This design comes from an exercise in tuning for small area on the open sky130 flow, not from production work. At most, simulation tests tie the RTL to the original design; equivalence was not proved. No functional check of the RTL was part of run 1. No activity file was given, so power comes from the tool's default toggle rates.

==> flow/design.v, too long to show whole: its modules and the start of the top module <==
// module two_stage_combined_functional_unit: 2550 lines
// module tia_cpa: 412 lines
// module tia_fa: 4 lines
// module tia_ha: 4 lines
// module tia_bsel: 4 lines
module two_stage_combined_functional_unit
    (input logic clock,  
     input logic reset,  
     input logic enable,  
     input logic [5:0] op,  
     input logic [31:0] operand_0,
     input logic [31:0] operand_1,
     input logic [31:0] operand_2,
     output logic [31:0] result);
  // ...
==> flow/flow/run.sh <==
#!/bin/bash
# Standard ORFS layout (the standard.sh), with one change in synthesis: the
# modules named in flow/area_modules.txt (Booth selector cell, final adder, ...) are
# technology-mapped by ABC with an area-oriented script (strash; dch; map -a) before
# the standard ABC call maps the rest. Each step's output goes to its own log file.
set -euo pipefail
W=$(pwd)
rm -rf "$W/myscripts"
cp -r "$FLOW_HOME/scripts" "$W/myscripts"
printf 'strash\ndch\nmap -a\n' > "$W/myscripts/abc_map_a.script"
python3 - "$W/myscripts/synth.tcl" > "$W/patch.log" 2>&1 <<'PY'
import sys
p = sys.argv[1]
s = open(p).read()
old = "  log_cmd abc {*}$abc_args\n"
assert s.count(old) == 1
new = """  if { [info exists ::env(AREA_MAP_MODULES)] } {
    set area_args [lreplace $abc_args 1 1 $::env(SCRIPTS_DIR)/abc_map_a.script]
    foreach m $::env(AREA_MAP_MODULES) {
      log_cmd abc {*}$area_args $m
    }
  }
  log_cmd abc {*}$abc_args
"""
open(p, "w").write(s.replace(old, new))
print("patched", p)
PY
export AREA_MAP_MODULES="$(cat "$W/flow/area_modules.txt")"
bash standard.sh SCRIPTS_DIR="$W/myscripts" synth > "$W/synth.log" 2>&1
bash standard.sh "BUFFER_PORTS_ARGS=-buffer_cell sky130_fd_sc_hd__buf_1" finish > "$W/layout.log" 2>&1
==> flow/flow/area_modules.txt <==
tia_bsel tia_cpa two_stage_combined_functional_unit
==> flow/standard.sh <==
#!/bin/bash
# synth_recipe.tcl (not shown) runs the flow's synth.tcl, then flattens the netlist and writes it again
# the make line also repeats each setting of config.mk as NAME=value (left out here)
make -C /OpenROAD-flow-scripts/flow DESIGN_CONFIG=/design/flow/config.mk WORK_HOME=/design/flow/orfs CLKGATE_MAP_FILE= SYNTH_SCRIPT=/design/flow/synth_recipe.tcl "${@:-finish}"
==> flow/config.mk <==
export PLATFORM = sky130hd
export DESIGN_NAME = two_stage_combined_functional_unit
export DESIGN_NICKNAME = two_stage_combined_functional_unit
export VERILOG_FILES = /design/flow/design.v
export SDC_FILE = /design/flow/constraint.sdc
export NUM_CORES = 4
export LEC_CHECK = 0
export ABC_AREA = 1
export CAP_MARGIN = 5
export CORE_MARGIN = 2
export CORE_UTILIZATION = 65
export PLACE_DENSITY = 0.75
export SLEW_MARGIN = 5
export SYNTH_HIERARCHICAL = 1
export SYNTH_MINIMUM_KEEP_SIZE = 0
==> flow/constraint.sdc <==
create_clock -name core_clock -period 13.0 [get_ports {clock}]
set_input_delay 2.6000 -clock core_clock [delete_from_list [all_inputs] [get_ports {clock}]]
set_output_delay 2.6000 -clock core_clock [all_outputs]
set_load 0.01 [all_outputs]
==> flow_summary.toml, run 1 <==
[cts]
cts_tree = "done"
cts_hold_buf = 0
htree_levels = 2
clk_pin_slew_ps = 70

[logic_synthesis]
yosysSeqAreaShare = 0.0225
synth.distinct_cells = 38
yosysTopAreaCellShare = 0.374
avgSynthCellArea_sq_um = 9.09
synth_top_family_by_area = "adder cells"

[grt]
grt_pass1_vias = 32900
grtUsageMet2 = 0.851
grt_pass1_wl_um = 207000

[worst_setup_path]
crit_arrival_ps = 12440
rr_worst_depth = 2
worstSetupStartpointType = "input port"
r2r_start = "result[4]$_SDFFE_PP0P_"
crit_end = "result[31]$_SDFFE_PP0P_"

[power]
power.internal_mw = 1.05

[routing]
route.vias.total = 32300
drt_iter0_markers = 6804

[min_path]
worstHoldStart = "result[20]$_SDFFE_PP0P_"

[placed_design]
globalplace.congestion = 1.23

[cells_and_area]
nNonClkInverters = 240
multi_input_area_share = 0.857

[outcome]
status = "complete, no violations"

[timing]
period_minus_slack_ps = 12270
==> module tia_cpa, before the edit <==
module tia_cpa (input logic [63:0] sx, input logic [63:0] sy, output logic [63:0] p);
    logic [63:0] pg, pq, cc;
    assign pg = sx & sy;
    assign pq = sx ^ sy;
    assign cc[0] = 1'b0;
    logic gg1, gp1;
    assign gg1 = pg[1] | (pq[1] & pg[0]);
    assign gp1 = pq[1] & pq[0];
    logic gg2, gp2;
    assign gg2 = pg[3] | (pq[3] & pg[2]);
    assign gp2 = pq[3] & pq[2];
    logic gg3, gp3;
    assign gg3 = pg[5] | (pq[5] & pg[4]);
    assign gp3 = pq[5] & pq[4];
    logic gg4, gp4;
    assign gg4 = pg[7] | (pq[7] & pg[6]);
    assign gp4 = pq[7] & pq[6];
    logic gg5, gp5;
    assign gg5 = pg[9] | (pq[9] & pg[8]);
    assign gp5 = pq[9] & pq[8];
    logic gg6, gp6;
    assign gg6 = pg[11] | (pq[11] & pg[10]);
    assign gp6 = pq[11] & pq[10];
    logic gg7, gp7;
    assign gg7 = pg[13] | (pq[13] & pg[12]);
    assign gp7 = pq[13] & pq[12];
    logic gg8, gp8;
    assign gg8 = pg[15] | (pq[15] & pg[14]);
    assign gp8 = pq[15] & pq[14];
    logic gg9, gp9;
    assign gg9 = pg[17] | (pq[17] & pg[16]);
    assign gp9 = pq[17] & pq[16];
    logic gg10, gp10;
    assign gg10 = pg[19] | (pq[19] & pg[18]);
    assign gp10 = pq[19] & pq[18];
    logic gg11, gp11;
    assign gg11 = pg[21] | (pq[21] & pg[20]);
    assign gp11 = pq[21] & pq[20];
    logic gg12, gp12;
    assign gg12 = pg[23] | (pq[23] & pg[22]);
    assign gp12 = pq[23] & pq[22];
    logic gg13, gp13;
    assign gg13 = pg[25] | (pq[25] & pg[24]);
    assign gp13 = pq[25] & pq[24];
    logic gg14, gp14;
    assign gg14 = pg[27] | (pq[27] & pg[26]);
    assign gp14 = pq[27] & pq[26];
    logic gg15, gp15;
    assign gg15 = pg[29] | (pq[29] & pg[28]);
    assign gp15 = pq[29] & pq[28];
    logic gg16, gp16;
    assign gg16 = pg[31] | (pq[31] & pg[30]);
    assign gp16 = pq[31] & pq[30];
    logic gg17, gp17;
    assign gg17 = pg[33] | (pq[33] & pg[32]);
    assign gp17 = pq[33] & pq[32];
    logic gg18, gp18;
    assign gg18 = pg[35] | (pq[35] & pg[34]);
    assign gp18 = pq[35] & pq[34];
    logic gg19, gp19;
    assign gg19 = pg[37] | (pq[37] & pg[36]);
    assign gp19 = pq[37] & pq[36];
    logic gg20, gp20;
    assign gg20 = pg[39] | (pq[39] & pg[38]);
    assign gp20 = pq[39] & pq[38];
    logic gg21, gp21;
    assign gg21 = pg[41] | (pq[41] & pg[40]);
    assign gp21 = pq[41] & pq[40];
    logic gg22, gp22;
    assign gg22 = pg[43] | (pq[43] & pg[42]);
    assign gp22 = pq[43] & pq[42];
    logic gg23, gp23;
    assign gg23 = pg[45] | (pq[45] & pg[44]);
    assign gp23 = pq[45] & pq[44];
    logic gg24, gp24;
    assign gg24 = pg[47] | (pq[47] & pg[46]);
    assign gp24 = pq[47] & pq[46];
    logic gg25, gp25;
    assign gg25 = pg[49] | (pq[49] & pg[48]);
    assign gp25 = pq[49] & pq[48];
    logic gg26, gp26;
    assign gg26 = pg[51] | (pq[51] & pg[50]);
    assign gp26 = pq[51] & pq[50];
    logic gg27, gp27;
    assign gg27 = pg[53] | (pq[53] & pg[52]);
    assign gp27 = pq[53] & pq[52];
    logic gg28, gp28;
    assign gg28 = pg[55] | (pq[55] & pg[54]);
    assign gp28 = pq[55] & pq[54];
    logic gg29, gp29;
    assign gg29 = pg[57] | (pq[57] & pg[56]);
    assign gp29 = pq[57] & pq[56];
    logic gg30, gp30;
    assign gg30 = pg[59] | (pq[59] & pg[58]);
    assign gp30 = pq[59] & pq[58];
    logic gg31, gp31;
    assign gg31 = pg[61] | (pq[61] & pg[60]);
    assign gp31 = pq[61] & pq[60];
    logic gg32, gp32;
    assign gg32 = gg2 | (gp2 & gg1);
    assign gp32 = gp2 & gp1;
    logic gg33, gp33;
    assign gg33 = gg4 | (gp4 & gg3);
    assign gp33 = gp4 & gp3;
    logic gg34, gp34;
    assign gg34 = gg6 | (gp6 & gg5);
    assign gp34 = gp6 & gp5;
    logic gg35, gp35;
    assign gg35 = gg8 | (gp8 & gg7);
    assign gp35 = gp8 & gp7;
    logic gg36, gp36;
    assign gg36 = gg10 | (gp10 & gg9);
    assign gp36 = gp10 & gp9;
    logic gg37, gp37;
    assign gg37 = gg12 | (gp12 & gg11);
    assign gp37 = gp12 & gp11;
    logic gg38, gp38;
    assign gg38 = gg14 | (gp14 & gg13);
    assign gp38 = gp14 & gp13;
    logic gg39, gp39;
    assign gg39 = gg16 | (gp16 & gg15);
    assign gp39 = gp16 & gp15;
    logic gg40, gp40;
    assign gg40 = gg18 | (gp18 & gg17);
    assign gp40 = gp18 & gp17;
    logic gg41, gp41;
    assign gg41 = gg20 | (gp20 & gg19);
    assign gp41 = gp20 & gp19;
    logic gg42, gp42;
    assign gg42 = gg22 | (gp22 & gg21);
    assign gp42 = gp22 & gp21;
    logic gg43, gp43;
    assign gg43 = gg24 | (gp24 & gg23);
    assign gp43 = gp24 & gp23;
    logic gg44, gp44;
    assign gg44 = gg26 | (gp26 & gg25);
    assign gp44 = gp26 & gp25;
    logic gg45, gp45;
    assign gg45 = gg28 | (gp28 & gg27);
    assign gp45 = gp28 & gp27;
    logic gg46, gp46;
    assign gg46 = gg30 | (gp30 & gg29);
    assign gp46 = gp30 & gp29;
    logic gg47, gp47;
    assign gg47 = gg33 | (gp33 & gg32);
    assign gp47 = gp33 & gp32;
    logic gg48, gp48;
    assign gg48 = gg35 | (gp35 & gg34);
    assign gp48 = gp35 & gp34;
    logic gg49, gp49;
    assign gg49 = gg37 | (gp37 & gg36);
    assign gp49 = gp37 & gp36;
    logic gg50, gp50;
    assign gg50 = gg39 | (gp39 & gg38);
    assign gp50 = gp39 & gp38;
    logic gg51, gp51;
    assign gg51 = gg41 | (gp41 & gg40);
    assign gp51 = gp41 & gp40;
    logic gg52, gp52;
    assign gg52 = gg43 | (gp43 & gg42);
    assign gp52 = gp43 & gp42;
    logic gg53, gp53;
    assign gg53 = gg45 | (gp45 & gg44);
    assign gp53 = gp45 & gp44;
    logic gg54, gp54;
    assign gg54 = gg48 | (gp48 & gg47);
    assign gp54 = gp48 & gp47;
    logic gg55, gp55;
    assign gg55 = gg50 | (gp50 & gg49);
    assign gp55 = gp50 & gp49;
    logic gg56, gp56;
    assign gg56 = gg52 | (gp52 & gg51);
    assign gp56 = gp52 & gp51;
    logic gg57, gp57;
    assign gg57 = gg55 | (gp55 & gg54);
    assign gp57 = gp55 & gp54;
    logic gg58, gp58;
    assign gg58 = gg56 | (gp56 & gg57);
    assign gp58 = gp56 & gp57;
    logic gg59, gp59;
    assign gg59 = gg49 | (gp49 & gg54);
    assign gp59 = gp49 & gp54;
    logic gg60, gp60;
    assign gg60 = gg51 | (gp51 & gg57);
    assign gp60 = gp51 & gp57;
    logic gg61, gp61;
    assign gg61 = gg53 | (gp53 & gg58);
    assign gp61 = gp53 & gp58;
    logic gg62, gp62;
    assign gg62 = gg34 | (gp34 & gg47);
    assign gp62 = gp34 & gp47;
    logic gg63, gp63;
    assign gg63 = gg36 | (gp36 & gg54);
    assign gp63 = gp36 & gp54;
    logic gg64, gp64;
    assign gg64 = gg38 | (gp38 & gg59);
    assign gp64 = gp38 & gp59;
    logic gg65, gp65;
    assign gg65 = gg40 | (gp40 & gg57);
    assign gp65 = gp40 & gp57;
    logic gg66, gp66;
    assign gg66 = gg42 | (gp42 & gg60);
    assign gp66 = gp42 & gp60;
    logic gg67, gp67;
    assign gg67 = gg44 | (gp44 & gg58);
    assign gp67 = gp44 & gp58;
    logic gg68, gp68;
    assign gg68 = gg46 | (gp46 & gg61);
    assign gp68 = gp46 & gp61;
    logic gg69, gp69;
    assign gg69 = gg3 | (gp3 & gg32);
    assign gp69 = gp3 & gp32;
    logic gg70, gp70;
    assign gg70 = gg5 | (gp5 & gg47);
    assign gp70 = gp5 & gp47;
    logic gg71, gp71;
    assign gg71 = gg7 | (gp7 & gg62);
    assign gp71 = gp7 & gp62;
    logic gg72, gp72;
    assign gg72 = gg9 | (gp9 & gg54);
    assign gp72 = gp9 & gp54;
    logic gg73, gp73;
    assign gg73 = gg11 | (gp11 & gg63);
    assign gp73 = gp11 & gp63;
    logic gg74, gp74;
    assign gg74 = gg13 | (gp13 & gg59);
    assign gp74 = gp13 & gp59;
    logic gg75, gp75;
    assign gg75 = gg15 | (gp15 & gg64);
    assign gp75 = gp15 & gp64;
    logic gg76, gp76;
    assign gg76 = gg17 | (gp17 & gg57);
    assign gp76 = gp17 & gp57;
    logic gg77, gp77;
    assign gg77 = gg19 | (gp19 & gg65);
    assign gp77 = gp19 & gp65;
    logic gg78, gp78;
    assign gg78 = gg21 | (gp21 & gg60);
    assign gp78 = gp21 & gp60;
    logic gg79, gp79;
    assign gg79 = gg23 | (gp23 & gg66);
    assign gp79 = gp23 & gp66;
    logic gg80, gp80;
    assign gg80 = gg25 | (gp25 & gg58);
    assign gp80 = gp25 & gp58;
    logic gg81, gp81;
    assign gg81 = gg27 | (gp27 & gg67);
    assign gp81 = gp27 & gp67;
    logic gg82, gp82;
    assign gg82 = gg29 | (gp29 & gg61);
    assign gp82 = gp29 & gp61;
    logic gg83, gp83;
    assign gg83 = gg31 | (gp31 & gg68);
    assign gp83 = gp31 & gp68;
    logic gg84, gp84;
    assign gg84 = pg[2] | (pq[2] & gg1);
    assign gp84 = pq[2] & gp1;
    logic gg85, gp85;
    assign gg85 = pg[4] | (pq[4] & gg32);
    assign gp85 = pq[4] & gp32;
    logic gg86, gp86;
    assign gg86 = pg[6] | (pq[6] & gg69);
    assign gp86 = pq[6] & gp69;
    logic gg87, gp87;
    assign gg87 = pg[8] | (pq[8] & gg47);
    assign gp87 = pq[8] & gp47;
    logic gg88, gp88;
    assign gg88 = pg[10] | (pq[10] & gg70);
    assign gp88 = pq[10] & gp70;
    logic gg89, gp89;
    assign gg89 = pg[12] | (pq[12] & gg62);
    assign gp89 = pq[12] & gp62;
    logic gg90, gp90;
    assign gg90 = pg[14] | (pq[14] & gg71);
    assign gp90 = pq[14] & gp71;
    logic gg91, gp91;
    assign gg91 = pg[16] | (pq[16] & gg54);
    assign gp91 = pq[16] & gp54;
    logic gg92, gp92;
    assign gg92 = pg[18] | (pq[18] & gg72);
    assign gp92 = pq[18] & gp72;
    logic gg93, gp93;
    assign gg93 = pg[20] | (pq[20] & gg63);
    assign gp93 = pq[20] & gp63;
    logic gg94, gp94;
    assign gg94 = pg[22] | (pq[22] & gg73);
    assign gp94 = pq[22] & gp73;
    logic gg95, gp95;
    assign gg95 = pg[24] | (pq[24] & gg59);
    assign gp95 = pq[24] & gp59;
    logic gg96, gp96;
    assign gg96 = pg[26] | (pq[26] & gg74);
    assign gp96 = pq[26] & gp74;
    logic gg97, gp97;
    assign gg97 = pg[28] | (pq[28] & gg64);
    assign gp97 = pq[28] & gp64;
    logic gg98, gp98;
    assign gg98 = pg[30] | (pq[30] & gg75);
    assign gp98 = pq[30] & gp75;
    logic gg99, gp99;
    assign gg99 = pg[32] | (pq[32] & gg57);
    assign gp99 = pq[32] & gp57;
    logic gg100, gp100;
    assign gg100 = pg[34] | (pq[34] & gg76);
    assign gp100 = pq[34] & gp76;
    logic gg101, gp101;
    assign gg101 = pg[36] | (pq[36] & gg65);
    assign gp101 = pq[36] & gp65;
    logic gg102, gp102;
    assign gg102 = pg[38] | (pq[38] & gg77);
    assign gp102 = pq[38] & gp77;
    logic gg103, gp103;
    assign gg103 = pg[40] | (pq[40] & gg60);
    assign gp103 = pq[40] & gp60;
    logic gg104, gp104;
    assign gg104 = pg[42] | (pq[42] & gg78);
    assign gp104 = pq[42] & gp78;
    logic gg105, gp105;
    assign gg105 = pg[44] | (pq[44] & gg66);
    assign gp105 = pq[44] & gp66;
    logic gg106, gp106;
    assign gg106 = pg[46] | (pq[46] & gg79);
    assign gp106 = pq[46] & gp79;
    logic gg107, gp107;
    assign gg107 = pg[48] | (pq[48] & gg58);
    assign gp107 = pq[48] & gp58;
    logic gg108, gp108;
    assign gg108 = pg[50] | (pq[50] & gg80);
    assign gp108 = pq[50] & gp80;
    logic gg109, gp109;
    assign gg109 = pg[52] | (pq[52] & gg67);
    assign gp109 = pq[52] & gp67;
    logic gg110, gp110;
    assign gg110 = pg[54] | (pq[54] & gg81);
    assign gp110 = pq[54] & gp81;
    logic gg111, gp111;
    assign gg111 = pg[56] | (pq[56] & gg61);
    assign gp111 = pq[56] & gp61;
    logic gg112, gp112;
    assign gg112 = pg[58] | (pq[58] & gg82);
    assign gp112 = pq[58] & gp82;
    logic gg113, gp113;
    assign gg113 = pg[60] | (pq[60] & gg68);
    assign gp113 = pq[60] & gp68;
    logic gg114, gp114;
    assign gg114 = pg[62] | (pq[62] & gg83);
    assign gp114 = pq[62] & gp83;
    assign cc[1] = pg[0];
    assign cc[2] = gg1;
    assign cc[3] = gg84;
    assign cc[4] = gg32;
    assign cc[5] = gg85;
    assign cc[6] = gg69;
    assign cc[7] = gg86;
    assign cc[8] = gg47;
    assign cc[9] = gg87;
    assign cc[10] = gg70;
    assign cc[11] = gg88;
    assign cc[12] = gg62;
    assign cc[13] = gg89;
    assign cc[14] = gg71;
    assign cc[15] = gg90;
    assign cc[16] = gg54;
    assign cc[17] = gg91;
    assign cc[18] = gg72;
    assign cc[19] = gg92;
    assign cc[20] = gg63;
    assign cc[21] = gg93;
    assign cc[22] = gg73;
    assign cc[23] = gg94;
    assign cc[24] = gg59;
    assign cc[25] = gg95;
    assign cc[26] = gg74;
    assign cc[27] = gg96;
    assign cc[28] = gg64;
    assign cc[29] = gg97;
    assign cc[30] = gg75;
    assign cc[31] = gg98;
    assign cc[32] = gg57;
    assign cc[33] = gg99;
    assign cc[34] = gg76;
    assign cc[35] = gg100;
    assign cc[36] = gg65;
    assign cc[37] = gg101;
    assign cc[38] = gg77;
    assign cc[39] = gg102;
    assign cc[40] = gg60;
    assign cc[41] = gg103;
    assign cc[42] = gg78;
    assign cc[43] = gg104;
    assign cc[44] = gg66;
    assign cc[45] = gg105;
    assign cc[46] = gg79;
    assign cc[47] = gg106;
    assign cc[48] = gg58;
    assign cc[49] = gg107;
    assign cc[50] = gg80;
    assign cc[51] = gg108;
    assign cc[52] = gg67;
    assign cc[53] = gg109;
    assign cc[54] = gg81;
    assign cc[55] = gg110;
    assign cc[56] = gg61;
    assign cc[57] = gg111;
    assign cc[58] = gg82;
    assign cc[59] = gg112;
    assign cc[60] = gg68;
    assign cc[61] = gg113;
    assign cc[62] = gg83;
    assign cc[63] = gg114;
    assign p = pq ^ cc;
endmodule
==> inputs of run 2 (changes only) <==
--- a/flow/design.v
+++ b/flow/design.v
@@ -117,9 +117,11 @@
     logic [3:0] t;
-    assign t[3] = o_band | o_bor | o_bxnor | o_mov | o_mb | (o_sb & ~cz);
-    assign t[2] = o_bnand | o_bor | o_bxor | o_mov | o_mb | o_cb | o_sb | o_cmp;
-    assign t[1] = o_bnand | o_bor | o_bxor | o_mb | (o_sb & ~cz) | o_cmp;
+    assign t[3] = o_band | o_bor | o_bxnor | o_mov | o_bitop;
+    assign t[2] = o_bnand | o_bor | o_bxor | o_mov | o_bitop | o_cmp;
+    assign t[1] = o_bnand | o_bor | o_bxor | o_cmp;
     assign t[0] = o_bnand | o_bnor | o_bxnor;
-    logic [31:0] y, lu;
-    assign y = o_bitop ? dec : b;
-    always_comb for (int i = 0; i < 32; i++) lu[i] = t[{a[i], y[i]}];
+    logic [31:0] lt_, lu;
+    always_comb for (int i = 0; i < 32; i++) lt_[i] = t[{a[i], b[i]}];
+    logic bset;
+    assign bset = o_mb | (o_sb & ~cz);
+    assign lu = (lt_ & ~({32{o_bitop}} & dec)) | ({32{bset}} & dec);
     logic eqz;
@@ -160,3 +162,3 @@
     tia_bsel bs0_32 (.m1(m[32]), .m0(m[31]), .one(d1[0]), .two(d2[0]), .neg(dn[0]), .pp(pp0[32]));
-    tia_bsel bs0_33 (.m1(m[32]), .m0(m[32]), .one(d1[0]), .two(d2[0]), .neg(dn[0]), .pp(pp0[33]));
+    tia_bseln bs0_33 (.m1(m[32]), .m0(m[32]), .one(d1[0]), .two(d2[0]), .neg(dn[0]), .ppn(pp0[33]));
     logic [33:0] pp1;
@@ -195,3 +197,3 @@
     tia_bsel bs1_32 (.m1(m[32]), .m0(m[31]), .one(d1[1]), .two(d2[1]), .neg(dn[1]), .pp(pp1[32]));
-    tia_bsel bs1_33 (.m1(m[32]), .m0(m[32]), .one(d1[1]), .two(d2[1]), .neg(dn[1]), .pp(pp1[33]));
+    tia_bseln bs1_33 (.m1(m[32]), .m0(m[32]), .one(d1[1]), .two(d2[1]), .neg(dn[1]), .ppn(pp1[33]));
     logic [33:0] pp2;
@@ -230,3 +232,3 @@
     tia_bsel bs2_32 (.m1(m[32]), .m0(m[31]), .one(d1[2]), .two(d2[2]), .neg(dn[2]), .pp(pp2[32]));
-    tia_bsel bs2_33 (.m1(m[32]), .m0(m[32]), .one(d1[2]), .two(d2[2]), .neg(dn[2]), .pp(pp2[33]));
+    tia_bseln bs2_33 (.m1(m[32]), .m0(m[32]), .one(d1[2]), .two(d2[2]), .neg(dn[2]), .ppn(pp2[33]));
     logic [33:0] pp3;
@@ -265,3 +267,3 @@
     tia_bsel bs3_32 (.m1(m[32]), .m0(m[31]), .one(d1[3]), .two(d2[3]), .neg(dn[3]), .pp(pp3[32]));
-    tia_bsel bs3_33 (.m1(m[32]), .m0(m[32]), .one(d1[3]), .two(d2[3]), .neg(dn[3]), .pp(pp3[33]));
+    tia_bseln bs3_33 (.m1(m[32]), .m0(m[32]), .one(d1[3]), .two(d2[3]), .neg(dn[3]), .ppn(pp3[33]));
     logic [33:0] pp4;
@@ -300,3 +302,3 @@
     tia_bsel bs4_32 (.m1(m[32]), .m0(m[31]), .one(d1[4]), .two(d2[4]), .neg(dn[4]), .pp(pp4[32]));
-    tia_bsel bs4_33 (.m1(m[32]), .m0(m[32]), .one(d1[4]), .two(d2[4]), .neg(dn[4]), .pp(pp4[33]));
+    tia_bseln bs4_33 (.m1(m[32]), .m0(m[32]), .one(d1[4]), .two(d2[4]), .neg(dn[4]), .ppn(pp4[33]));
     logic [33:0] pp5;
@@ -335,3 +337,3 @@
     tia_bsel bs5_32 (.m1(m[32]), .m0(m[31]), .one(d1[5]), .two(d2[5]), .neg(dn[5]), .pp(pp5[32]));
-    tia_bsel bs5_33 (.m1(m[32]), .m0(m[32]), .one(d1[5]), .two(d2[5]), .neg(dn[5]), .pp(pp5[33]));
+    tia_bseln bs5_33 (.m1(m[32]), .m0(m[32]), .one(d1[5]), .two(d2[5]), .neg(dn[5]), .ppn(pp5[33]));
     logic [33:0] pp6;
@@ -370,3 +372,3 @@
     tia_bsel bs6_32 (.m1(m[32]), .m0(m[31]), .one(d1[6]), .two(d2[6]), .neg(dn[6]), .pp(pp6[32]));
-    tia_bsel bs6_33 (.m1(m[32]), .m0(m[32]), .one(d1[6]), .two(d2[6]), .neg(dn[6]), .pp(pp6[33]));
+    tia_bseln bs6_33 (.m1(m[32]), .m0(m[32]), .one(d1[6]), .two(d2[6]), .neg(dn[6]), .ppn(pp6[33]));
     logic [33:0] pp7;
@@ -405,3 +407,3 @@
     tia_bsel bs7_32 (.m1(m[32]), .m0(m[31]), .one(d1[7]), .two(d2[7]), .neg(dn[7]), .pp(pp7[32]));
-    tia_bsel bs7_33 (.m1(m[32]), .m0(m[32]), .one(d1[7]), .two(d2[7]), .neg(dn[7]), .pp(pp7[33]));
+    tia_bseln bs7_33 (.m1(m[32]), .m0(m[32]), .one(d1[7]), .two(d2[7]), .neg(dn[7]), .ppn(pp7[33]));
     logic [33:0] pp8;
@@ -440,3 +442,3 @@
     tia_bsel bs8_32 (.m1(m[32]), .m0(m[31]), .one(d1[8]), .two(d2[8]), .neg(dn[8]), .pp(pp8[32]));
-    tia_bsel bs8_33 (.m1(m[32]), .m0(m[32]), .one(d1[8]), .two(d2[8]), .neg(dn[8]), .pp(pp8[33]));
+    tia_bseln bs8_33 (.m1(m[32]), .m0(m[32]), .one(d1[8]), .two(d2[8]), .neg(dn[8]), .ppn(pp8[33]));
     logic [33:0] pp9;
@@ -475,3 +477,3 @@
     tia_bsel bs9_32 (.m1(m[32]), .m0(m[31]), .one(d1[9]), .two(d2[9]), .neg(dn[9]), .pp(pp9[32]));
-    tia_bsel bs9_33 (.m1(m[32]), .m0(m[32]), .one(d1[9]), .two(d2[9]), .neg(dn[9]), .pp(pp9[33]));
+    tia_bseln bs9_33 (.m1(m[32]), .m0(m[32]), .one(d1[9]), .two(d2[9]), .neg(dn[9]), .ppn(pp9[33]));
     logic [33:0] pp10;
@@ -510,3 +512,3 @@
     tia_bsel bs10_32 (.m1(m[32]), .m0(m[31]), .one(d1[10]), .two(d2[10]), .neg(dn[10]), .pp(pp10[32]));
-    tia_bsel bs10_33 (.m1(m[32]), .m0(m[32]), .one(d1[10]), .two(d2[10]), .neg(dn[10]), .pp(pp10[33]));
+    tia_bseln bs10_33 (.m1(m[32]), .m0(m[32]), .one(d1[10]), .two(d2[10]), .neg(dn[10]), .ppn(pp10[33]));
     logic [33:0] pp11;
@@ -545,3 +547,3 @@
     tia_bsel bs11_32 (.m1(m[32]), .m0(m[31]), .one(d1[11]), .two(d2[11]), .neg(dn[11]), .pp(pp11[32]));
-    tia_bsel bs11_33 (.m1(m[32]), .m0(m[32]), .one(d1[11]), .two(d2[11]), .neg(dn[11]), .pp(pp11[33]));
+    tia_bseln bs11_33 (.m1(m[32]), .m0(m[32]), .one(d1[11]), .two(d2[11]), .neg(dn[11]), .ppn(pp11[33]));
     logic [33:0] pp12;
@@ -580,3 +582,3 @@
     tia_bsel bs12_32 (.m1(m[32]), .m0(m[31]), .one(d1[12]), .two(d2[12]), .neg(dn[12]), .pp(pp12[32]));
-    tia_bsel bs12_33 (.m1(m[32]), .m0(m[32]), .one(d1[12]), .two(d2[12]), .neg(dn[12]), .pp(pp12[33]));
+    tia_bseln bs12_33 (.m1(m[32]), .m0(m[32]), .one(d1[12]), .two(d2[12]), .neg(dn[12]), .ppn(pp12[33]));
     logic [33:0] pp13;
@@ -615,3 +617,3 @@
     tia_bsel bs13_32 (.m1(m[32]), .m0(m[31]), .one(d1[13]), .two(d2[13]), .neg(dn[13]), .pp(pp13[32]));
-    tia_bsel bs13_33 (.m1(m[32]), .m0(m[32]), .one(d1[13]), .two(d2[13]), .neg(dn[13]), .pp(pp13[33]));
+    tia_bseln bs13_33 (.m1(m[32]), .m0(m[32]), .one(d1[13]), .two(d2[13]), .neg(dn[13]), .ppn(pp13[33]));
     logic [33:0] pp14;
@@ -650,3 +652,3 @@
     tia_bsel bs14_32 (.m1(m[32]), .m0(m[31]), .one(d1[14]), .two(d2[14]), .neg(dn[14]), .pp(pp14[32]));
-    tia_bsel bs14_33 (.m1(m[32]), .m0(m[32]), .one(d1[14]), .two(d2[14]), .neg(dn[14]), .pp(pp14[33]));
+    tia_bseln bs14_33 (.m1(m[32]), .m0(m[32]), .one(d1[14]), .two(d2[14]), .neg(dn[14]), .ppn(pp14[33]));
     logic [33:0] pp15;
@@ -685,3 +687,3 @@
     tia_bsel bs15_32 (.m1(m[32]), .m0(m[31]), .one(d1[15]), .two(d2[15]), .neg(dn[15]), .pp(pp15[32]));
-    tia_bsel bs15_33 (.m1(m[32]), .m0(m[32]), .one(d1[15]), .two(d2[15]), .neg(dn[15]), .pp(pp15[33]));
+    tia_bseln bs15_33 (.m1(m[32]), .m0(m[32]), .one(d1[15]), .two(d2[15]), .neg(dn[15]), .ppn(pp15[33]));
     logic [31:0] urow;
@@ -799,3 +801,3 @@
     logic c74;
-    tia_fa fa25 (.a(urow[1]), .b(~pp0[33]), .c(pp1[31]), .s(s73), .co(c74));
+    tia_fa fa25 (.a(urow[1]), .b(pp0[33]), .c(pp1[31]), .s(s73), .co(c74));
     logic s75;
@@ -830,3 +832,3 @@
     logic c94;
-    tia_fa fa33 (.a(urow[3]), .b(~pp1[33]), .c(pp2[31]), .s(s93), .co(c94));
+    tia_fa fa33 (.a(urow[3]), .b(pp1[33]), .c(pp2[31]), .s(s93), .co(c94));
     logic s95;
@@ -855,3 +857,3 @@
     logic c110;
-    tia_fa fa39 (.a(urow[5]), .b(~pp2[33]), .c(pp3[31]), .s(s109), .co(c110));
+    tia_fa fa39 (.a(urow[5]), .b(pp2[33]), .c(pp3[31]), .s(s109), .co(c110));
     logic s111;
@@ -874,3 +876,3 @@
     logic c122;
-    tia_fa fa43 (.a(urow[7]), .b(~pp3[33]), .c(pp4[31]), .s(s121), .co(c122));
+    tia_fa fa43 (.a(urow[7]), .b(pp3[33]), .c(pp4[31]), .s(s121), .co(c122));
     logic s123;
@@ -887,3 +889,3 @@
     logic c130;
-    tia_fa fa45 (.a(urow[9]), .b(~pp4[33]), .c(pp5[31]), .s(s129), .co(c130));
+    tia_fa fa45 (.a(urow[9]), .b(pp4[33]), .c(pp5[31]), .s(s129), .co(c130));
     logic s131;
@@ -1205,3 +1207,3 @@
     logic c342;
-    tia_fa fa142 (.a(urow[11]), .b(c132), .c(~pp5[33]), .s(s341), .co(c342));
+    tia_fa fa142 (.a(urow[11]), .b(c132), .c(pp5[33]), .s(s341), .co(c342));
     logic s343;
@@ -1230,3 +1232,3 @@
     logic c358;
-    tia_fa fa148 (.a(urow[13]), .b(~pp6[33]), .c(pp7[31]), .s(s357), .co(c358));
+    tia_fa fa148 (.a(urow[13]), .b(pp6[33]), .c(pp7[31]), .s(s357), .co(c358));
     logic s359;
@@ -1249,3 +1251,3 @@
     logic c370;
-    tia_fa fa152 (.a(urow[15]), .b(~pp7[33]), .c(pp8[31]), .s(s369), .co(c370));
+    tia_fa fa152 (.a(urow[15]), .b(pp7[33]), .c(pp8[31]), .s(s369), .co(c370));
     logic s371;
@@ -1262,3 +1264,3 @@
     logic c378;
-    tia_fa fa154 (.a(urow[17]), .b(~pp8[33]), .c(pp9[31]), .s(s377), .co(c378));
+    tia_fa fa154 (.a(urow[17]), .b(pp8[33]), .c(pp9[31]), .s(s377), .co(c378));
     logic s379;
@@ -1637,3 +1639,3 @@
     logic c628;
-    tia_fa fa272 (.a(urow[19]), .b(c380), .c(~pp9[33]), .s(s627), .co(c628));
+    tia_fa fa272 (.a(urow[19]), .b(c380), .c(pp9[33]), .s(s627), .co(c628));
     logic s629;
@@ -1656,3 +1658,3 @@
     logic c640;
-    tia_fa fa276 (.a(urow[21]), .b(~pp10[33]), .c(pp11[31]), .s(s639), .co(c640));
+    tia_fa fa276 (.a(urow[21]), .b(pp10[33]), .c(pp11[31]), .s(s639), .co(c640));
     logic s641;
@@ -1669,3 +1671,3 @@
     logic c648;
-    tia_fa fa278 (.a(urow[23]), .b(~pp11[33]), .c(pp12[31]), .s(s647), .co(c648));
+    tia_fa fa278 (.a(urow[23]), .b(pp11[33]), .c(pp12[31]), .s(s647), .co(c648));
     logic s649;
@@ -1987,3 +1989,3 @@
     logic c860;
-    tia_fa fa379 (.a(urow[25]), .b(c650), .c(~pp12[33]), .s(s859), .co(c860));
+    tia_fa fa379 (.a(urow[25]), .b(c650), .c(pp12[33]), .s(s859), .co(c860));
     logic s861;
@@ -2000,3 +2002,3 @@
     logic c868;
-    tia_fa fa381 (.a(urow[27]), .b(~pp13[33]), .c(pp14[31]), .s(s867), .co(c868));
+    tia_fa fa381 (.a(urow[27]), .b(pp13[33]), .c(pp14[31]), .s(s867), .co(c868));
     logic s869;
@@ -2183,3 +2185,3 @@
     logic c990;
-    tia_fa fa439 (.a(urow[29]), .b(c870), .c(~pp14[33]), .s(s989), .co(c990));
+    tia_fa fa439 (.a(urow[29]), .b(c870), .c(pp14[33]), .s(s989), .co(c990));
     logic s991;
@@ -2189,321 +2191,315 @@
     logic c994;
-    tia_ha ha47 (.a(dn[0]), .b(ad[0]), .s(s993), .co(c994));
+    tia_ha ha47 (.a(s871), .b(pp0[2]), .s(s993), .co(c994));
     logic s995;
     logic c996;
-    tia_ha ha48 (.a(ad[1]), .b(pp0[1]), .s(s995), .co(c996));
+    tia_fa fa440 (.a(c872), .b(pp1[1]), .c(s873), .s(s995), .co(c996));
     logic s997;
     logic c998;
-    tia_fa fa440 (.a(s871), .b(pp0[2]), .c(pp1[0]), .s(s997), .co(c998));
+    tia_fa fa441 (.a(pp2[0]), .b(c874), .c(s875), .s(s997), .co(c998));
     logic s999;
     logic c1000;
-    tia_fa fa441 (.a(c872), .b(pp1[1]), .c(s873), .s(s999), .co(c1000));
+    tia_fa fa442 (.a(c876), .b(s877), .c(s653), .s(s999), .co(c1000));
     logic s1001;
     logic c1002;
-    tia_fa fa442 (.a(pp2[0]), .b(c874), .c(s875), .s(s1001), .co(c1002));
+    tia_fa fa443 (.a(c878), .b(s657), .c(s879), .s(s1001), .co(c1002));
     logic s1003;
     logic c1004;
-    tia_fa fa443 (.a(c876), .b(s877), .c(s653), .s(s1003), .co(c1004));
+    tia_fa fa444 (.a(s661), .b(c880), .c(s881), .s(s1003), .co(c1004));
     logic s1005;
     logic c1006;
-    tia_fa fa444 (.a(c878), .b(s657), .c(s879), .s(s1005), .co(c1006));
+    tia_fa fa445 (.a(s665), .b(c882), .c(s883), .s(s1005), .co(c1006));
     logic s1007;
     logic c1008;
-    tia_fa fa445 (.a(s661), .b(c880), .c(s881), .s(s1007), .co(c1008));
+    tia_fa fa446 (.a(c884), .b(s885), .c(s669), .s(s1007), .co(c1008));
     logic s1009;
     logic c1010;
-    tia_fa fa446 (.a(s665), .b(c882), .c(s883), .s(s1009), .co(c1010));
+    tia_fa fa447 (.a(c886), .b(s673), .c(s887), .s(s1009), .co(c1010));
     logic s1011;
     logic c1012;
-    tia_fa fa447 (.a(c884), .b(s885), .c(s669), .s(s1011), .co(c1012));
+    tia_fa fa448 (.a(s677), .b(c888), .c(s889), .s(s1011), .co(c1012));
     logic s1013;
     logic c1014;
-    tia_fa fa448 (.a(c886), .b(s673), .c(s887), .s(s1013), .co(c1014));
+    tia_fa fa449 (.a(s681), .b(c890), .c(s891), .s(s1013), .co(c1014));
     logic s1015;
     logic c1016;
-    tia_fa fa449 (.a(s677), .b(c888), .c(s889), .s(s1015), .co(c1016));
+    tia_fa fa450 (.a(s685), .b(c892), .c(s893), .s(s1015), .co(c1016));
     logic s1017;
     logic c1018;
-    tia_fa fa450 (.a(s681), .b(c890), .c(s891), .s(s1017), .co(c1018));
+    tia_fa fa451 (.a(s689), .b(c894), .c(s895), .s(s1017), .co(c1018));
     logic s1019;
     logic c1020;
-    tia_fa fa451 (.a(s685), .b(c892), .c(s893), .s(s1019), .co(c1020));
+    tia_fa fa452 (.a(c896), .b(s897), .c(s693), .s(s1019), .co(c1020));
     logic s1021;
     logic c1022;
-    tia_fa fa452 (.a(s689), .b(c894), .c(s895), .s(s1021), .co(c1022));
+    tia_fa fa453 (.a(c898), .b(s697), .c(s899), .s(s1021), .co(c1022));
     logic s1023;
     logic c1024;
-    tia_fa fa453 (.a(c896), .b(s897), .c(s693), .s(s1023), .co(c1024));
+    tia_fa fa454 (.a(s701), .b(c900), .c(s901), .s(s1023), .co(c1024));
     logic s1025;
     logic c1026;
-    tia_fa fa454 (.a(c898), .b(s697), .c(s899), .s(s1025), .co(c1026));
+    tia_fa fa455 (.a(s705), .b(c902), .c(s903), .s(s1025), .co(c1026));
     logic s1027;
     logic c1028;
-    tia_fa fa455 (.a(s701), .b(c900), .c(s901), .s(s1027), .co(c1028));
+    tia_fa fa456 (.a(s709), .b(c904), .c(s905), .s(s1027), .co(c1028));
     logic s1029;
     logic c1030;
-    tia_fa fa456 (.a(s705), .b(c902), .c(s903), .s(s1029), .co(c1030));
+    tia_fa fa457 (.a(s713), .b(c906), .c(s907), .s(s1029), .co(c1030));
     logic s1031;
     logic c1032;
-    tia_fa fa457 (.a(s709), .b(c904), .c(s905), .s(s1031), .co(c1032));
+    tia_fa fa458 (.a(s717), .b(c908), .c(s909), .s(s1031), .co(c1032));
     logic s1033;
     logic c1034;
-    tia_fa fa458 (.a(s713), .b(c906), .c(s907), .s(s1033), .co(c1034));
+    tia_fa fa459 (.a(s721), .b(c910), .c(s911), .s(s1033), .co(c1034));
     logic s1035;
     logic c1036;
-    tia_fa fa459 (.a(s717), .b(c908), .c(s909), .s(s1035), .co(c1036));
+    tia_fa fa460 (.a(s725), .b(c912), .c(s913), .s(s1035), .co(c1036));
     logic s1037;
     logic c1038;
-    tia_fa fa460 (.a(s721), .b(c910), .c(s911), .s(s1037), .co(c1038));
+    tia_fa fa461 (.a(c914), .b(s915), .c(s729), .s(s1037), .co(c1038));
     logic s1039;
     logic c1040;
-    tia_fa fa461 (.a(s725), .b(c912), .c(s913), .s(s1039), .co(c1040));
+    tia_fa fa462 (.a(c916), .b(s733), .c(s917), .s(s1039), .co(c1040));
     logic s1041;
     logic c1042;
-    tia_fa fa462 (.a(c914), .b(s915), .c(s729), .s(s1041), .co(c1042));
+    tia_fa fa463 (.a(s737), .b(c918), .c(s919), .s(s1041), .co(c1042));
     logic s1043;
     logic c1044;
-    tia_fa fa463 (.a(c916), .b(s733), .c(s917), .s(s1043), .co(c1044));
+    tia_fa fa464 (.a(s741), .b(c920), .c(s921), .s(s1043), .co(c1044));
     logic s1045;
     logic c1046;
-    tia_fa fa464 (.a(s737), .b(c918), .c(s919), .s(s1045), .co(c1046));
+    tia_fa fa465 (.a(s745), .b(c922), .c(s923), .s(s1045), .co(c1046));
     logic s1047;
     logic c1048;
-    tia_fa fa465 (.a(s741), .b(c920), .c(s921), .s(s1047), .co(c1048));
+    tia_fa fa466 (.a(s749), .b(c924), .c(s925), .s(s1047), .co(c1048));
     logic s1049;
     logic c1050;
-    tia_fa fa466 (.a(s745), .b(c922), .c(s923), .s(s1049), .co(c1050));
+    tia_fa fa467 (.a(s753), .b(c926), .c(s927), .s(s1049), .co(c1050));
     logic s1051;
     logic c1052;
-    tia_fa fa467 (.a(s749), .b(c924), .c(s925), .s(s1051), .co(c1052));
+    tia_fa fa468 (.a(s757), .b(c928), .c(s929), .s(s1051), .co(c1052));
     logic s1053;
     logic c1054;
-    tia_fa fa468 (.a(s753), .b(c926), .c(s927), .s(s1053), .co(c1054));
+    tia_fa fa469 (.a(s761), .b(c930), .c(s931), .s(s1053), .co(c1054));
     logic s1055;
     logic c1056;
-    tia_fa fa469 (.a(s757), .b(c928), .c(s929), .s(s1055), .co(c1056));
+    tia_fa fa470 (.a(s765), .b(c932), .c(s933), .s(s1055), .co(c1056));
     logic s1057;
     logic c1058;
-    tia_fa fa470 (.a(s761), .b(c930), .c(s931), .s(s1057), .co(c1058));
+    tia_fa fa471 (.a(s769), .b(c934), .c(s935), .s(s1057), .co(c1058));
     logic s1059;
     logic c1060;
-    tia_fa fa471 (.a(s765), .b(c932), .c(s933), .s(s1059), .co(c1060));
+    tia_fa fa472 (.a(s773), .b(c936), .c(s937), .s(s1059), .co(c1060));
     logic s1061;
     logic c1062;
-    tia_fa fa472 (.a(s769), .b(c934), .c(s935), .s(s1061), .co(c1062));
+    tia_fa fa473 (.a(s777), .b(c938), .c(s939), .s(s1061), .co(c1062));
     logic s1063;
     logic c1064;
-    tia_fa fa473 (.a(s773), .b(c936), .c(s937), .s(s1063), .co(c1064));
+    tia_fa fa474 (.a(s781), .b(c940), .c(s941), .s(s1063), .co(c1064));
     logic s1065;
     logic c1066;
-    tia_fa fa474 (.a(s777), .b(c938), .c(s939), .s(s1065), .co(c1066));
+    tia_fa fa475 (.a(s785), .b(c942), .c(s943), .s(s1065), .co(c1066));
     logic s1067;
     logic c1068;
-    tia_fa fa475 (.a(s781), .b(c940), .c(s941), .s(s1067), .co(c1068));
+    tia_fa fa476 (.a(s789), .b(c944), .c(s945), .s(s1067), .co(c1068));
     logic s1069;
     logic c1070;
-    tia_fa fa476 (.a(s785), .b(c942), .c(s943), .s(s1069), .co(c1070));
+    tia_fa fa477 (.a(s793), .b(c946), .c(s947), .s(s1069), .co(c1070));
     logic s1071;
     logic c1072;
-    tia_fa fa477 (.a(s789), .b(c944), .c(s945), .s(s1071), .co(c1072));
+    tia_fa fa478 (.a(s797), .b(c948), .c(s949), .s(s1071), .co(c1072));
     logic s1073;
     logic c1074;
-    tia_fa fa478 (.a(s793), .b(c946), .c(s947), .s(s1073), .co(c1074));
+    tia_fa fa479 (.a(s801), .b(c950), .c(s951), .s(s1073), .co(c1074));
     logic s1075;
     logic c1076;
-    tia_fa fa479 (.a(s797), .b(c948), .c(s949), .s(s1075), .co(c1076));
+    tia_fa fa480 (.a(s805), .b(c952), .c(s953), .s(s1075), .co(c1076));
     logic s1077;
     logic c1078;
-    tia_fa fa480 (.a(s801), .b(c950), .c(s951), .s(s1077), .co(c1078));
+    tia_fa fa481 (.a(s955), .b(c806), .c(c954), .s(s1077), .co(c1078));
     logic s1079;
     logic c1080;
-    tia_fa fa481 (.a(s805), .b(c952), .c(s953), .s(s1079), .co(c1080));
+    tia_fa fa482 (.a(s813), .b(c956), .c(s957), .s(s1079), .co(c1080));
     logic s1081;
     logic c1082;
-    tia_fa fa482 (.a(s955), .b(c806), .c(c954), .s(s1081), .co(c1082));
+    tia_fa fa483 (.a(s817), .b(c958), .c(s959), .s(s1081), .co(c1082));
     logic s1083;
     logic c1084;
-    tia_fa fa483 (.a(s813), .b(c956), .c(s957), .s(s1083), .co(c1084));
+    tia_fa fa484 (.a(s821), .b(c960), .c(s961), .s(s1083), .co(c1084));
     logic s1085;
     logic c1086;
-    tia_fa fa484 (.a(s817), .b(c958), .c(s959), .s(s1085), .co(c1086));
+    tia_fa fa485 (.a(s825), .b(c962), .c(s963), .s(s1085), .co(c1086));
     logic s1087;
     logic c1088;
-    tia_fa fa485 (.a(s821), .b(c960), .c(s961), .s(s1087), .co(c1088));
+    tia_fa fa486 (.a(s829), .b(c964), .c(s965), .s(s1087), .co(c1088));
     logic s1089;
     logic c1090;
-    tia_fa fa486 (.a(s825), .b(c962), .c(s963), .s(s1089), .co(c1090));
+    tia_fa fa487 (.a(s833), .b(c966), .c(s967), .s(s1089), .co(c1090));
     logic s1091;
     logic c1092;
-    tia_fa fa487 (.a(s829), .b(c964), .c(s965), .s(s1091), .co(c1092));
+    tia_fa fa488 (.a(s837), .b(c968), .c(s969), .s(s1091), .co(c1092));
     logic s1093;
     logic c1094;
-    tia_fa fa488 (.a(s833), .b(c966), .c(s967), .s(s1093), .co(c1094));
+    tia_fa fa489 (.a(s971), .b(c838), .c(c970), .s(s1093), .co(c1094));
     logic s1095;
     logic c1096;
-    tia_fa fa489 (.a(s837), .b(c968), .c(s969), .s(s1095), .co(c1096));
+    tia_fa fa490 (.a(s845), .b(c972), .c(s973), .s(s1095), .co(c1096));
     logic s1097;
     logic c1098;
-    tia_fa fa490 (.a(s971), .b(c838), .c(c970), .s(s1097), .co(c1098));
+    tia_fa fa491 (.a(s849), .b(c974), .c(s975), .s(s1097), .co(c1098));
     logic s1099;
     logic c1100;
-    tia_fa fa491 (.a(s845), .b(c972), .c(s973), .s(s1099), .co(c1100));
+    tia_fa fa492 (.a(s853), .b(c976), .c(s977), .s(s1099), .co(c1100));
     logic s1101;
     logic c1102;
-    tia_fa fa492 (.a(s849), .b(c974), .c(s975), .s(s1101), .co(c1102));
+    tia_fa fa493 (.a(s857), .b(c978), .c(s979), .s(s1101), .co(c1102));
     logic s1103;
     logic c1104;
-    tia_fa fa493 (.a(s853), .b(c976), .c(s977), .s(s1103), .co(c1104));
+    tia_fa fa494 (.a(s981), .b(c858), .c(c980), .s(s1103), .co(c1104));
     logic s1105;
     logic c1106;
-    tia_fa fa494 (.a(s857), .b(c978), .c(s979), .s(s1105), .co(c1106));
+    tia_fa fa495 (.a(s865), .b(c982), .c(s983), .s(s1105), .co(c1106));
     logic s1107;
     logic c1108;
-    tia_fa fa495 (.a(s981), .b(c858), .c(c980), .s(s1107), .co(c1108));
+    tia_fa fa496 (.a(s867), .b(c984), .c(s985), .s(s1107), .co(c1108));
     logic s1109;
     logic c1110;
-    tia_fa fa496 (.a(s865), .b(c982), .c(s983), .s(s1109), .co(c1110));
+    tia_fa fa497 (.a(s987), .b(c868), .c(c986), .s(s1109), .co(c1110));
     logic s1111;
     logic c1112;
-    tia_fa fa497 (.a(s867), .b(c984), .c(s985), .s(s1111), .co(c1112));
+    tia_fa fa498 (.a(pp15[31]), .b(c988), .c(s989), .s(s1111), .co(c1112));
     logic s1113;
     logic c1114;
-    tia_fa fa498 (.a(s987), .b(c868), .c(c986), .s(s1113), .co(c1114));
+    tia_fa fa499 (.a(s991), .b(pp15[32]), .c(c990), .s(s1113), .co(c1114));
     logic s1115;
-    logic c1116;
-    tia_fa fa499 (.a(pp15[31]), .b(c988), .c(s989), .s(s1115), .co(c1116));
-    logic s1117;
-    logic c1118;
-    tia_fa fa500 (.a(s991), .b(pp15[32]), .c(c990), .s(s1117), .co(c1118));
-    logic s1119;
-    assign s1119 = urow[31] ^ c992 ^ ~pp15[33];
+    assign s1115 = urow[31] ^ c992 ^ pp15[33];
     logic [63:0] sx, sy, p;
-    assign sx[0] = s993;
+    assign sx[0] = ad[0];
     assign sy[0] = pp0[0];
-    assign sx[1] = c994;
-    assign sy[1] = s995;
-    assign sx[2] = c996;
-    assign sy[2] = s997;
-    assign sx[3] = c998;
-    assign sy[3] = s999;
-    assign sx[4] = c1000;
-    assign sy[4] = s1001;
-    assign sx[5] = c1002;
-    assign sy[5] = s1003;
-    assign sx[6] = c1004;
-    assign sy[6] = s1005;
-    assign sx[7] = c1006;
-    assign sy[7] = s1007;
-    assign sx[8] = c1008;
-    assign sy[8] = s1009;
-    assign sx[9] = c1010;
-    assign sy[9] = s1011;
-    assign sx[10] = c1012;
-    assign sy[10] = s1013;
-    assign sx[11] = c1014;
-    assign sy[11] = s1015;
-    assign sx[12] = c1016;
-    assign sy[12] = s1017;
-    assign sx[13] = c1018;
-    assign sy[13] = s1019;
-    assign sx[14] = c1020;
-    assign sy[14] = s1021;
-    assign sx[15] = c1022;
-    assign sy[15] = s1023;
-    assign sx[16] = c1024;
-    assign sy[16] = s1025;
-    assign sx[17] = c1026;
-    assign sy[17] = s1027;
-    assign sx[18] = c1028;
-    assign sy[18] = s1029;
-    assign sx[19] = c1030;
-    assign sy[19] = s1031;
-    assign sx[20] = c1032;
-    assign sy[20] = s1033;
-    assign sx[21] = c1034;
-    assign sy[21] = s1035;
-    assign sx[22] = c1036;
-    assign sy[22] = s1037;
-    assign sx[23] = c1038;
-    assign sy[23] = s1039;
-    assign sx[24] = c1040;
-    assign sy[24] = s1041;
-    assign sx[25] = c1042;
-    assign sy[25] = s1043;
-    assign sx[26] = c1044;
-    assign sy[26] = s1045;
-    assign sx[27] = c1046;
-    assign sy[27] = s1047;
-    assign sx[28] = c1048;
-    assign sy[28] = s1049;
-    assign sx[29] = c1050;
-    assign sy[29] = s1051;
-    assign sx[30] = c1052;
-    assign sy[30] = s1053;
-    assign sx[31] = c1054;
-    assign sy[31] = s1055;
-    assign sx[32] = c1056;
-    assign sy[32] = s1057;
-    assign sx[33] = c1058;
-    assign sy[33] = s1059;
-    assign sx[34] = c1060;
-    assign sy[34] = s1061;
-    assign sx[35] = c1062;
-    assign sy[35] = s1063;
-    assign sx[36] = c1064;
-    assign sy[36] = s1065;
-    assign sx[37] = c1066;
-    assign sy[37] = s1067;
-    assign sx[38] = c1068;
-    assign sy[38] = s1069;
-    assign sx[39] = c1070;
-    assign sy[39] = s1071;
-    assign sx[40] = c1072;
-    assign sy[40] = s1073;
-    assign sx[41] = c1074;
-    assign sy[41] = s1075;
-    assign sx[42] = c1076;
-    assign sy[42] = s1077;
-    assign sx[43] = c1078;
-    assign sy[43] = s1079;
-    assign sx[44] = c1080;
-    assign sy[44] = s1081;
-    assign sx[45] = c1082;
-    assign sy[45] = s1083;
-    assign sx[46] = c1084;
-    assign sy[46] = s1085;
-    assign sx[47] = c1086;
-    assign sy[47] = s1087;
-    assign sx[48] = c1088;
-    assign sy[48] = s1089;
-    assign sx[49] = c1090;
-    assign sy[49] = s1091;
-    assign sx[50] = c1092;
-    assign sy[50] = s1093;
-    assign sx[51] = c1094;
-    assign sy[51] = s1095;
-    assign sx[52] = c1096;
-    assign sy[52] = s1097;
-    assign sx[53] = c1098;
-    assign sy[53] = s1099;
-    assign sx[54] = c1100;
-    assign sy[54] = s1101;
-    assign sx[55] = c1102;
-    assign sy[55] = s1103;
-    assign sx[56] = c1104;
-    assign sy[56] = s1105;
-    assign sx[57] = c1106;
-    assign sy[57] = s1107;
-    assign sx[58] = c1108;
-    assign sy[58] = s1109;
-    assign sx[59] = c1110;
-    assign sy[59] = s1111;
-    assign sx[60] = c1112;
-    assign sy[60] = s1113;
-    assign sx[61] = c1114;
-    assign sy[61] = s1115;
-    assign sx[62] = c1116;
-    assign sy[62] = s1117;
-    assign sx[63] = c1118;
-    assign sy[63] = s1119;
-    tia_cpa cpa (.sx(sx), .sy(sy), .p(p));
+    assign sx[1] = ad[1];
+    assign sy[1] = pp0[1];
+    assign sx[2] = s993;
+    assign sy[2] = pp1[0];
+    assign sx[3] = c994;
+    assign sy[3] = s995;
+    assign sx[4] = c996;
+    assign sy[4] = s997;
+    assign sx[5] = c998;
+    assign sy[5] = s999;
+    assign sx[6] = c1000;
+    assign sy[6] = s1001;
+    assign sx[7] = c1002;
+    assign sy[7] = s1003;
+    assign sx[8] = c1004;
+    assign sy[8] = s1005;
+    assign sx[9] = c1006;
+    assign sy[9] = s1007;
+    assign sx[10] = c1008;
+    assign sy[10] = s1009;
+    assign sx[11] = c1010;
+    assign sy[11] = s1011;
+    assign sx[12] = c1012;
+    assign sy[12] = s1013;
+    assign sx[13] = c1014;
+    assign sy[13] = s1015;
+    assign sx[14] = c1016;
+    assign sy[14] = s1017;
+    assign sx[15] = c1018;
+    assign sy[15] = s1019;
+    assign sx[16] = c1020;
+    assign sy[16] = s1021;
+    assign sx[17] = c1022;
+    assign sy[17] = s1023;
+    assign sx[18] = c1024;
+    assign sy[18] = s1025;
+    assign sx[19] = c1026;
+    assign sy[19] = s1027;
+    assign sx[20] = c1028;
+    assign sy[20] = s1029;
+    assign sx[21] = c1030;
+    assign sy[21] = s1031;
+    assign sx[22] = c1032;
+    assign sy[22] = s1033;
+    assign sx[23] = c1034;
+    assign sy[23] = s1035;
+    assign sx[24] = c1036;
+    assign sy[24] = s1037;
+    assign sx[25] = c1038;
+    assign sy[25] = s1039;
+    assign sx[26] = c1040;
+    assign sy[26] = s1041;
+    assign sx[27] = c1042;
+    assign sy[27] = s1043;
+    assign sx[28] = c1044;
+    assign sy[28] = s1045;
+    assign sx[29] = c1046;
+    assign sy[29] = s1047;
+    assign sx[30] = c1048;
+    assign sy[30] = s1049;
+    assign sx[31] = c1050;
+    assign sy[31] = s1051;
+    assign sx[32] = c1052;
+    assign sy[32] = s1053;
+    assign sx[33] = c1054;
+    assign sy[33] = s1055;
+    assign sx[34] = c1056;
+    assign sy[34] = s1057;
+    assign sx[35] = c1058;
+    assign sy[35] = s1059;
+    assign sx[36] = c1060;
+    assign sy[36] = s1061;
+    assign sx[37] = c1062;
+    assign sy[37] = s1063;
+    assign sx[38] = c1064;
+    assign sy[38] = s1065;
+    assign sx[39] = c1066;
+    assign sy[39] = s1067;
+    assign sx[40] = c1068;
+    assign sy[40] = s1069;
+    assign sx[41] = c1070;
+    assign sy[41] = s1071;
+    assign sx[42] = c1072;
+    assign sy[42] = s1073;
+    assign sx[43] = c1074;
+    assign sy[43] = s1075;
+    assign sx[44] = c1076;
+    assign sy[44] = s1077;
+    assign sx[45] = c1078;
+    assign sy[45] = s1079;
+    assign sx[46] = c1080;
+    assign sy[46] = s1081;
+    assign sx[47] = c1082;
+    assign sy[47] = s1083;
+    assign sx[48] = c1084;
+    assign sy[48] = s1085;
+    assign sx[49] = c1086;
+    assign sy[49] = s1087;
+    assign sx[50] = c1088;
+    assign sy[50] = s1089;
+    assign sx[51] = c1090;
+    assign sy[51] = s1091;
+    assign sx[52] = c1092;
+    assign sy[52] = s1093;
+    assign sx[53] = c1094;
+    assign sy[53] = s1095;
+    assign sx[54] = c1096;
+    assign sy[54] = s1097;
+    assign sx[55] = c1098;
+    assign sy[55] = s1099;
+    assign sx[56] = c1100;
+    assign sy[56] = s1101;
+    assign sx[57] = c1102;
+    assign sy[57] = s1103;
+    assign sx[58] = c1104;
+    assign sy[58] = s1105;
+    assign sx[59] = c1106;
+    assign sy[59] = s1107;
+    assign sx[60] = c1108;
+    assign sy[60] = s1109;
+    assign sx[61] = c1110;
+    assign sy[61] = s1111;
+    assign sx[62] = c1112;
+    assign sy[62] = s1113;
+    assign sx[63] = c1114;
+    assign sy[63] = s1115;
+    tia_cpa cpa (.sx(sx), .sy(sy), .cin(dn[0]), .p(p));
     logic lt;
@@ -2550,3 +2546,3 @@
 endmodule
-module tia_cpa (input logic [63:0] sx, input logic [63:0] sy, output logic [63:0] p);
+module tia_cpa (input logic [63:0] sx, input logic [63:0] sy, input logic cin, output logic [63:0] p);
     logic [63:0] pg, pq, cc;
@@ -2554,5 +2550,5 @@
     assign pq = sx ^ sy;
-    assign cc[0] = 1'b0;
+    assign cc[0] = cin;
     logic gg1, gp1;
-    assign gg1 = pg[1] | (pq[1] & pg[0]);
+    assign gg1 = pg[1] | (pq[1] & (pg[0] | (pq[0] & cc[0])));
     assign gp1 = pq[1] & pq[0];
@@ -2897,3 +2893,3 @@
     assign gp114 = pq[62] & gp83;
-    assign cc[1] = pg[0];
+    assign cc[1] = (pg[0] | (pq[0] & cc[0]));
     assign cc[2] = gg1;
@@ -2970,2 +2966,6 @@
 endmodule
+module tia_bseln (input logic m1, input logic m0, input logic one, input logic two, input logic neg,
+                  output logic ppn);
+    assign ppn = ~(((m1 & one) | (m0 & two)) ^ neg);
+endmodule
 module tia_bsel (input logic m1, input logic m0, input logic one, input logic two, input logic neg,
==> flow/flow/area_modules.txt (replaced) <==
tia_bsel tia_bseln tia_cpa two_stage_combined_functional_unit
--- a/flow/config.mk
+++ b/flow/config.mk
@@ -10,4 +10,6 @@
 export CORE_MARGIN = 2
-export CORE_UTILIZATION = 65
-export PLACE_DENSITY = 0.75
+export CORE_UTILIZATION = 60
+export CTS_BUF_LIST = sky130_fd_sc_hd__clkbuf_4 sky130_fd_sc_hd__clkbuf_8
+export PLACE_DENSITY = 0.7
+export SETUP_SLACK_MARGIN = 0.35
 export SLEW_MARGIN = 5
==> run 2 against run 1 <==
Net effect:
- sequential power about the same
- synthesized area decreased by 0.52%
- still clean on timing, DRC and antenna
- utilization decreased by 3.9 points
- worst setup slack got worse by 290 ps
- maximum frequency decreased by 2.3%
- routed wire length increased by 1.6%
- die area increased by 7.6%
- highest routed layer unchanged
- critical endpoint unchanged
==> flow_summary.toml, run 2 <==
[placed_design]
globalplace.congestion = 1.18
io_buffer_count = 136
placed_area_sq_um = 32000
hpwl_um = 110000

[cells_and_area]
drive_gt1_frac = 0.0923
final_util = 0.696
largest-register = "result"
nets = 4241
reg_top3 = "result (32)"
largest_reg_flops = 32
layout_common_cells = "589 x a22oi_1, 539 x xnor2_1, 532 x fa_1, 246 x clkinv_1, 200 x buf_4"
syn_to_final_growth_pct = 14.5
mostFrequentLayoutCell = "a22oi_1"
finish.instance_area_sq_um = 32400

[cts]
cts_root_buf = "clkbuf_8"
clk_pin_slew_ps = 80
cts-buffers-inserted = 5
cts_hold_buf = 0
clk_latency_ps = 310
htree_levels = 2
cts_sinks = 32
cts_buffer_depth = 2
cts_tree = "done"

[min_path]
min_path_cells = 2
hold_class = "reg2reg"
worstHoldStart = "result[18]$_SDFFE_PP0P_"
hold_end = "result[18]$_SDFFE_PP0P_"

[power]
switching_power_mw = 2.10
power.density_nw_per_um2 = 100
clockPowerShare = 0.033
p_comb_frac = 0.931
power_frac_seq = 0.036
switching_share = 0.644
p_leak_nw = 12.2
peakVddDrop_uv = 130
power.internal_mw = 1.16

[flow_run]
drv_cap = 0

[logic_synthesis]
syn_inst = 3087
ys_ff_latch = 32
synth.distinct_cells = 40
yosysTopAreaCell = "fa_1"
syn-cell-area_sq_um = 28300
synthFlopType = "dfxtp_1"
avgSynthCellArea_sq_um = 9.17
ys_async_sr_fraction = 0
synth_edf_count = 0
yosys-top-cells-count = "589 x a22oi_1, 539 x xnor2_1, 532 x fa_1"
yosysSeqAreaShare = 0.0226
synthTopCellsByArea = "fa_1 38%, xnor2_1 17%, a22oi_1 16%, ha_1 6.1%, a21oi_1 3.3%"
yosysTopAreaCellShare = 0.376
yosysMostFrequentCell = "a22oi_1"
yosys_warnings = 7

[timing]
hold_viol_final = 0
timing.fmax_mhz = 79.6
setup_viol = 0
finalCritPeriodShare = 0.966
fin_tns_setup_ps = 0
worstMarginPinSlew_ps = 1260
period_minus_slack_ps = 12560
max_slew_margin = 0.151
grt_setup_unrepaired = "false"
report.final.slew_viol_count = 0
finClkSkew_ps = 0

[routing]
ant_nets = 0
wl_per_cell_um = 35.8
wl_um = 146000
firstDrtPassIters = 19
drc = 0
route.vias.total = 31600
via_per_inst = 7.75
drt_iter0_markers = 6602

[floorplanning]
num_rows = 79
die_w_um = 221
initial_core_util = 0.608
die_y_um = 221
core_area_sq_um = 46600
io_pins = 137
die-area_sq_um = 48900

[worst_setup_path]
r2r_setup_slack_ps = 12090
critPathCaptureType = "flip-flop"
crit_arrival_ps = 12740
crit_buf_inv = 10
cp.required_ps = 13180
worstSetupStartpointType = "input port"
crit_slowest_cell = "or4_2"
rr_worst_depth = 2
crit_top_cell = "fa_1"
critPathTopFamily = "adder cells"
timing.rr.end = "result[13]$_SDFFE_PP0P_"
critPathMaxFanout = 20
crit_type = "in2reg"
r2r_start = "result[13]$_SDFFE_PP0P_"
slowest_delay_ps = 680

[outcome]
status = "complete, no violations"

[grt]
grtUsageMet2 = 0.826
grt.met3_usage = 0.279
grt_remaining_overflow = 0
gr-usage-met1 = 0.683
grt_max_degree = 36
busiest_layer = "met2"
antenna_found_initial = 10
track_usage = 0.589
grt_pass1_vias = 32600
grt_pass1_wl_um = 212000
-- run 2: changes by cell type after synthesis, sizes merged, moves of 8 or more --
cell | previous run | this run
nand3 | 35 | 14
o221ai | 6 | 24
xor2 | 19 | 41
nand2 | 248 | 178
nor2 | 252 | 210
mux2i | 24 | 0
a22oi | 576 | 589
a21oi | 116 | 188
o211ai | 37 | 29
xnor2 | 562 | 539
o21ai | 146 | 160
-- run 2: kinds of logic (layout without fill, tap and decap cells) --
| logic type | Yosys count | in the layout | share of synthesized area |
|---|---|---|---|
| other | 1 | 11 | 0.000132 |
| AND/OR/NAND/NOR | 488 | 488 | 0.0724 |
| adder cells (fa/ha/maj) | 669 | 669 | 0.437 |
| AO/OA/AOI/OAI | 1070 | 1070 | 0.256 |
| flip-flops | 32 | 32 | 0.0226 |
| XOR/XNOR | 580 | 580 | 0.179 |
| buffers and inverters | 247 | 624 | 0.0328 |
-- run 2: worst reg2reg max path: stages, from the launching register on --
cell and delay (ps):
dfxtp_1 540, o21ai_0 130, a21oi_1 170
-- run 2: per-layer routing --
layer  up-vias  part of all wire
met5         -           0.00037
met4         8              0.12
met3      1243              0.17
met2      3453              0.40
met1     14900              0.31
li1      12000                 -
-- run 2: Yosys stat by module (local to each module, per instance) --
module / flip-flops and latches / cells inside
tia_cpa: 0 / 312
tia_ha: 0 / 1
tia_bsel: 0 / 2
tia_bseln: 0 / 2
two_stage_combined_functional_unit: 32 / 1173
tia_fa: 0 / 1
-- run 2: worst max-delay path by stage --
| stage | startpoint | end | cells past startpoint |
|---|---|---|---|
| global route | op[2] | result[31]$_SDFFE_PP0P_ | 40 |
| floorplan | op[2] | result[31]$_SDFFE_PP0P_ | 28 |
| detailed placement | op[2] | result[29]$_SDFFE_PP0P_ | 38 |
| finish | operand_1[7] | result[31]$_SDFFE_PP0P_ | 37 |
| CTS | op[2] | result[29]$_SDFFE_PP0P_ | 38 |
| global placement | op[2] | result[29]$_SDFFE_PP0P_ | 38 |
-- run 2: cell type report --
cell class / count / area [sq um]
clock inverters: 3 / 42.5
inverters: 247 / 931
well taps: 607 / 759
fillers: 3536 / 14100
flip-flops and latches: 32 / 641
multi-input cells: 2812 / 27400
clock buffers: 5 / 68.8
repair buffers: 369 / 2600
diodes: 6 / 15.0
-- run 2: per-stage QoR --
stage | total power [mW] | hold WS [ps] | std cells | worst slack, ps
6_report | 3.26 | 535 | 4081 | 438
5_1_grt | 3.30 | 564 | 4076 | 296
4_1_cts | 2.99 | 533 | 4060 | 461
3_5_place_dp | 2.87 | 511 | 4052 | -63.2
3_3_place_gp | 2.79 | 505 | 4052 | -25.4
2_1_floorplan | 1.60 | 557 | 3091 | 350
-- run 2: what timing repair did --
item	CTS	global route
endpoints found under the hold margin	0	0
gates resized for setup	2	26
gates cloned	0	0
setup buffers	0	14
pin swaps	0	7
setup endpoints to repair	2	15
-- run 2: power groups by stage --
stage | combinational, mW | sequential (mW) | clock (mW)
floorplan | 1.48 | 0.120 | 0
global placement | 2.67 | 0.119 | 0
detailed placement | 2.75 | 0.119 | 0
CTS | 2.76 | 0.116 | 0.107
global route | 3.07 | 0.118 | 0.111
finish | 3.03 | 0.117 | 0.107

[what the ideal ports hide]
How much do the figures lean on ideal ports? The routed layouts below were timed once more, with nothing changed but the port constraints. Step 1 sets driving cells, clkbuf_16 on the clock port and buf_2 on the other inputs (assumed; they add their load-dependent delay and slew). Step 2 also shifts input and output timing later by t, the mid clock arrival at the registers, as if the neighbouring blocks saw the same clock. a / b / c = ideal ports / drivers / drivers and shift; a / b = the first two.
run | t, ns | setup WS [ns] | latest minus earliest clock arrival (ns) | worst register clock-pin slew, ns | worst data-port slew with drivers (ns)
run 1 | 0.346 | 0.732 / 0.759 / 0.413 | 0.009 / 0.010 | 0.07 / 0.07 | 0.05
run 2 | 0.340 | 0.438 / 0.437 / 0.097 | 0.006 / 0.006 | 0.09 / 0.09 | 0.07
After both steps setup and hold are still met in every run listed. For run 2, which loses most, drivers alone change the setup slack by -0.001 ns; drivers and shift together by -0.341 ns.
